This is an optimization exercise on Yosys and OpenROAD, whose aim is small area, a short achievable clock period and few clock cycles, not a production implementation. Function was checked by simulation only, so behaviour that the tests miss may differ from the original. Power and IR drop assume default switching activity.

==> flow/design.v <==
`timescale 1ns / 1ps
module top_module(ans,sign,overflow,car,done,a,b,con,start,clk,rst);
    input [7:0] a;
    input [7:0] b;
    input [2:0] con;
    input start;
    input clk;
    input rst;
    output sign;
    output reg car,overflow,done;
    output [15:0] ans;
    function [10:0] add10;
        input [9:0] x;
        input [9:0] y;
        input       ci;
        reg   [9:0] g, p, gg, pp, gn, pn;
        integer k, l;
        begin
            g = x & y;
            p = x ^ y;
            g[0] = g[0] | (p[0] & ci);
            gg = g;
            pp = p;
            for (l = 1; l < 16; l = l * 2) begin
                gn = gg;
                pn = pp;
                for (k = 0; k < 10; k = k + 1)
                    if ((k / l) % 2 == 1) begin
                        gn[k] = gg[k] | (pp[k] & gg[(k / l) * l - 1]);
                        pn[k] = pp[k] & pp[(k / l) * l - 1];
                    end
                gg = gn;
                pp = pn;
            end
            add10 = {gg[9], p ^ {gg[8:0], ci}};
        end
    endfunction
    reg [15:0] R;       
    reg [7:0]  X;       
    reg [9:0]  Z;       
    reg [2:0]  cnt;     
    reg        c_neg;   
    reg        sa;      
    reg        mbusy, dbusy;
    reg        mflag;   
    assign ans = R;
    assign sign = mflag ? R[15] : R[7];
    wire idle = ~mbusy & ~dbusy;
    wire is_add = (con == 3'b000);
    wire is_sub = (con == 3'b001);
    wire is_mul = (con == 3'b010);
    wire is_div = (con == 3'b011);
    wire is_and = (con == 3'b100);
    wire is_or  = (con == 3'b101);
    wire is_not = (con == 3'b110);
    wire is_xor = (con == 3'b111);
    wire arith  = is_add | is_sub;
    wire [7:0]  bx  = b ^ {8{is_sub}};
    wire [9:0]  ain = is_mul ? {{2{a[7]}}, a} : {2'b00, a};
    wire [9:0]  bin = is_mul ? {a[7], a, 1'b0} : {2'b00, bx};
    wire [10:0] sumc = add10(ain, bin, is_sub);
    wire [9:0]  sum = sumc[9:0];
    wire        ov  = (a[7] == bx[7]) && (sum[7] != a[7]);
    function [7:0] mthermo;
        input [7:0] x;
        integer k;
        begin
            for (k = 0; k < 8; k = k + 1)
                mthermo[k] = x[7] ? ~((&((x >> k) | (8'hff << (8 - k)))) & (|(x << (8 - k))))
                                  : |(x >> k);
        end
    endfunction
    wire [7:0] ta = mthermo(a);
    wire [7:0] tb = mthermo(b);
    wire       qzero = |(tb & ~ta);
    wire       bzero = (b == 8'd0);
    function [2:0] t2b;
        input [7:0] t;
        begin
            t2b[0] = (t[0] & ~t[1]) | (t[2] & ~t[3]) | (t[4] & ~t[5]) | (t[6] & ~t[7]);
            t2b[1] = (t[1] & ~t[3]) | (t[5] & ~t[7]);
            t2b[2] = t[3] & ~t[7];
        end
    endfunction
    wire [2:0] la = t2b(ta);
    wire [2:0] lb = t2b(tb);
    wire [2:0] sh = la - lb;
    wire       dsign = a[7] ^ b[7];    
    wire       dfill = ~dsign;
    wire [7:0] bq  = b ^ {8{dfill}};
    wire [8:0] d1  = sh[0] ? {bq, dfill} : {bq[7], bq};
    wire [8:0] d2  = sh[1] ? {d1[6:0], {2{dfill}}} : d1;
    wire [8:0] dal = sh[2] ? {d2[4:0], {4{dfill}}} : d2;
    wire [7:0] dz_lo = a[7] ? ((a == 8'h80) ? 8'h02 : 8'h01) : 8'hff;
    wire [9:0] a1  = {{2{a[7]}}, a};
    wire [9:0] a2  = {a[7], a, 1'b0};
    wire [9:0] m0  = b[1] ? (b[0] ? sum : a2) : (b[0] ? a1 : 10'd0);
    wire [7:0] cap_lo = ({8{arith}}  & sum[7:0])
                      | ({8{is_and}} & (a & b))
                      | ({8{is_or}}  & (a | b))
                      | ({8{is_not}} & ~b)
                      | ({8{is_xor}} & (a ^ b))
                      | ({8{is_mul}} & {m0[1:0], b[7:2]})
                      | ({8{is_div & bzero}} & dz_lo);
    wire [7:0] cap_hi = ({8{is_div}} & a) | ({8{is_mul}} & m0[9:2]);
    function [9:0] booth;
        input [7:0] m;
        input [2:0] d;
        reg one, two;
        begin
            one = d[1] ^ d[0];
            two = (d[2] & ~d[1] & ~d[0]) | (~d[2] & d[1] & d[0]);
            booth = (({10{one}} & {{2{m[7]}}, m}) | ({10{two}} & {m[7], m, 1'b0}))
                  ^ {10{d[2]}};
        end
    endfunction
    wire [9:0] p    = {{2{R[15]}}, R[15:8]};
    wire [10:0] yc  = add10(p, Z, c_neg);
    wire [9:0] y    = yc[9:0];
    wire       yz   = c_neg ? (&(p ^ Z)) : ((p ^ Z) == {p[8:0] | Z[8:0], 1'b0});
    wire       qb   = sa ? (y[9] | yz) : ~y[9];
    reg  [7:0] qm1;
    reg        nz;
    integer    i;
    always @* begin
        nz = 1'b0;
        for (i = 0; i < 8; i = i + 1) begin
            qm1[i] = R[i] ^ ~nz;
            nz = nz | R[i];
        end
    end
    wire [7:0] qn   = qb ? {(c_neg ? R[6:0] : qm1[6:0]), 1'b1} : {R[6:0], 1'b0};
    wire [7:0] rn   = qb ? y[7:0] : R[15:8];
    wire [7:0] xn   = idle ? a : X;
    wire [2:0] dn   = idle ? {b[3:2], 1'b0} : R[3:1];
    wire [9:0] zmul = booth(xn, dn);
    wire [15:0] mulv = {y, R[7:2]};
    wire [15:0] divv = {rn, qn};
    wire        last = (cnt == 3'd0);
    always @(posedge clk) begin
        R <= ({16{mbusy}} & mulv) | ({16{dbusy}} & divv) | ({16{idle}} & {cap_hi, cap_lo});
        if (idle)
            mflag <= is_mul;
        car <= idle & arith & sum[8];
        overflow <= idle & arith & ov;
        cnt <= idle ? (is_mul ? 3'd2 : sh[2:0]) : cnt - 3'd1;
        X <= xn;
        if (dbusy) begin
            Z <= {Z[9], Z[9:1]};
        end else if (mbusy | is_mul) begin
            Z <= zmul;
            c_neg <= dn[2];
        end else begin
            Z <= {dal[8], dal};
            c_neg <= ~dsign;
        end
        if (idle)
            sa <= a[7];
        done <= ~rst & ((idle & start & ~is_mul & ~(is_div & ~bzero & ~qzero))
                        | (~idle & last));
        if (rst) begin
            mbusy <= 1'b0;
            dbusy <= 1'b0;
        end else if (idle) begin
            mbusy <= start & is_mul;
            dbusy <= start & is_div & ~bzero & ~qzero;
        end else if (last) begin
            mbusy <= 1'b0;
            dbusy <= 1'b0;
        end
    end
endmodule
Settings: LEC_CHECK=0, ABC_AREA=1, CAP_MARGIN=20, CORE_MARGIN=2, CORE_UTILIZATION=50, PLACE_DENSITY=0.55, SETUP_SLACK_MARGIN=2.0, SLEW_MARGIN=20; clock period 5.0 ns.
standard.sh (not shown) runs the stock make flow with config.mk's settings and CLKGATE_MAP_FILE= SYNTH_SCRIPT=/design/flow/synth_recipe.tcl, a recipe that flattens the netlist after the stock synthesis.
==> flow/flow/run.sh <==
#!/bin/bash
# Standard layout, with fast input/output buffers, sizing not tied to the cell
# footprint, and adders left to ABC (no full/half-adder cell extraction).
set -euo pipefail
bash standard.sh MATCH_CELL_FOOTPRINT=0 "BUFFER_PORTS_ARGS=-buffer_cell sky130_fd_sc_hd__buf_2" ADDER_MAP_FILE= finish > standard_flow.log 2>&1
Testbench counts at the start, summed over its fixed seeds: cycles 4,866.
Change:
--- a/flow/config.mk
+++ b/flow/config.mk
@@ -10,5 +10,5 @@
 export CORE_MARGIN = 2
 export CORE_UTILIZATION = 50
-export PLACE_DENSITY = 0.55
-export SETUP_SLACK_MARGIN = 2.0
+export PLACE_DENSITY = 0.65
+export SETUP_SLACK_MARGIN = 1.1
 export SLEW_MARGIN = 20
Synthesized cell count does not change.
Non-clock buffer count decreases by 9.
Power decreases by 1.8%.
Worst hold slack gets worse by 0.0091 ns.
Clock-buffer cell count does not change.
Change:
--- a/flow/config.mk
+++ b/flow/config.mk
@@ -11,4 +11,4 @@
 export CORE_UTILIZATION = 50
 export PLACE_DENSITY = 0.65
-export SETUP_SLACK_MARGIN = 1.1
+export SETUP_SLACK_MARGIN = 2.1
 export SLEW_MARGIN = 20
Effect:
- critical path depth is unchanged
- non-clock buffer count rises by 9
- die area is unchanged
- worst setup slack is better by 0.62 ns
- clock skew hardly moves
- worst hold slack hardly moves
- final area went up by 4.1%
- wire length is higher by 2.1%
- clock-buffer cell count stays the same
Change:
--- a/flow/config.mk
+++ b/flow/config.mk
@@ -9,6 +9,6 @@
 export CAP_MARGIN = 20
 export CORE_MARGIN = 2
-export CORE_UTILIZATION = 50
-export PLACE_DENSITY = 0.65
-export SETUP_SLACK_MARGIN = 2.1
+export CORE_UTILIZATION = 60
+export PLACE_DENSITY = 0.72
+export SETUP_SLACK_MARGIN = 2.0
 export SLEW_MARGIN = 20
Register-to-register slack gains 0.06 ns.
Global-route usage is higher by 4.5 points.
Cell count fell by a few percent.
Utilization came out higher by 8.8 points.
Final area drops by a few percent.
Power decreases slightly.
Clock-buffer cell count stays the same.
Change:
--- a/flow/config.mk
+++ b/flow/config.mk
@@ -9,6 +9,6 @@
 export CAP_MARGIN = 20
 export CORE_MARGIN = 2
-export CORE_UTILIZATION = 60
-export PLACE_DENSITY = 0.72
+export CORE_UTILIZATION = 50
+export PLACE_DENSITY = 0.85
 export SETUP_SLACK_MARGIN = 2.0
 export SLEW_MARGIN = 20
Total power drops by 1.4%.
Via count hardly moves.
Cell count climbs by about 2.4%.
Register-to-register slack got worse by 0.03 ns.
Sequential power hardly moves.
Setup slack improved by 0.029 ns.

-- what the ideal ports hide --
In the flow no input, the clock included, has a driving cell. The finished layouts below were timed again as built, in two steps. Step 1 (the two cells are an assumption about what drives the block):
set clk [get_ports {clk}]
set_driving_cell -lib_cell sky130_fd_sc_hd__clkbuf_16 $clk
set_driving_cell -lib_cell sky130_fd_sc_hd__buf_2 [delete_from_list [all_inputs] $clk]
Step 2 times the ports against the registers' clock, not the clock port: input delays grow and output delays shrink by t, the midpoint of the rising clock arrivals with the driver on. Three values: no drivers, after step 1, after step 2; two values: the first two.
run | t (ns) | setup slack, ns | hold slack, ns | worst setup path after step 2 | cell pins on the clock port's net
the first run | 0.338 | 2.180 / 2.193 / 1.855 | 0.492 / 0.492 / 0.492 | input to register | 1
the second run | 0.336 | 1.613 / 1.613 / 1.605 | 0.483 / 0.483 / 0.483 | input to register | 1
the third run | 0.343 | 2.235 / 2.235 / 1.925 | 0.485 / 0.485 / 0.485 | input to register | 1
the fourth run | 0.326 | 2.140 / 2.152 / 1.826 | 0.510 / 0.510 / 0.510 | input to register | 1
the fifth run | 0.338 | 2.169 / 2.183 / 1.845 | 0.489 / 0.489 / 0.489 | input to register | 1
After both steps every run listed still meets setup and hold. The setup slack of the first run, which loses most, moves by +0.013 ns with the drivers and by -0.325 ns with both steps.
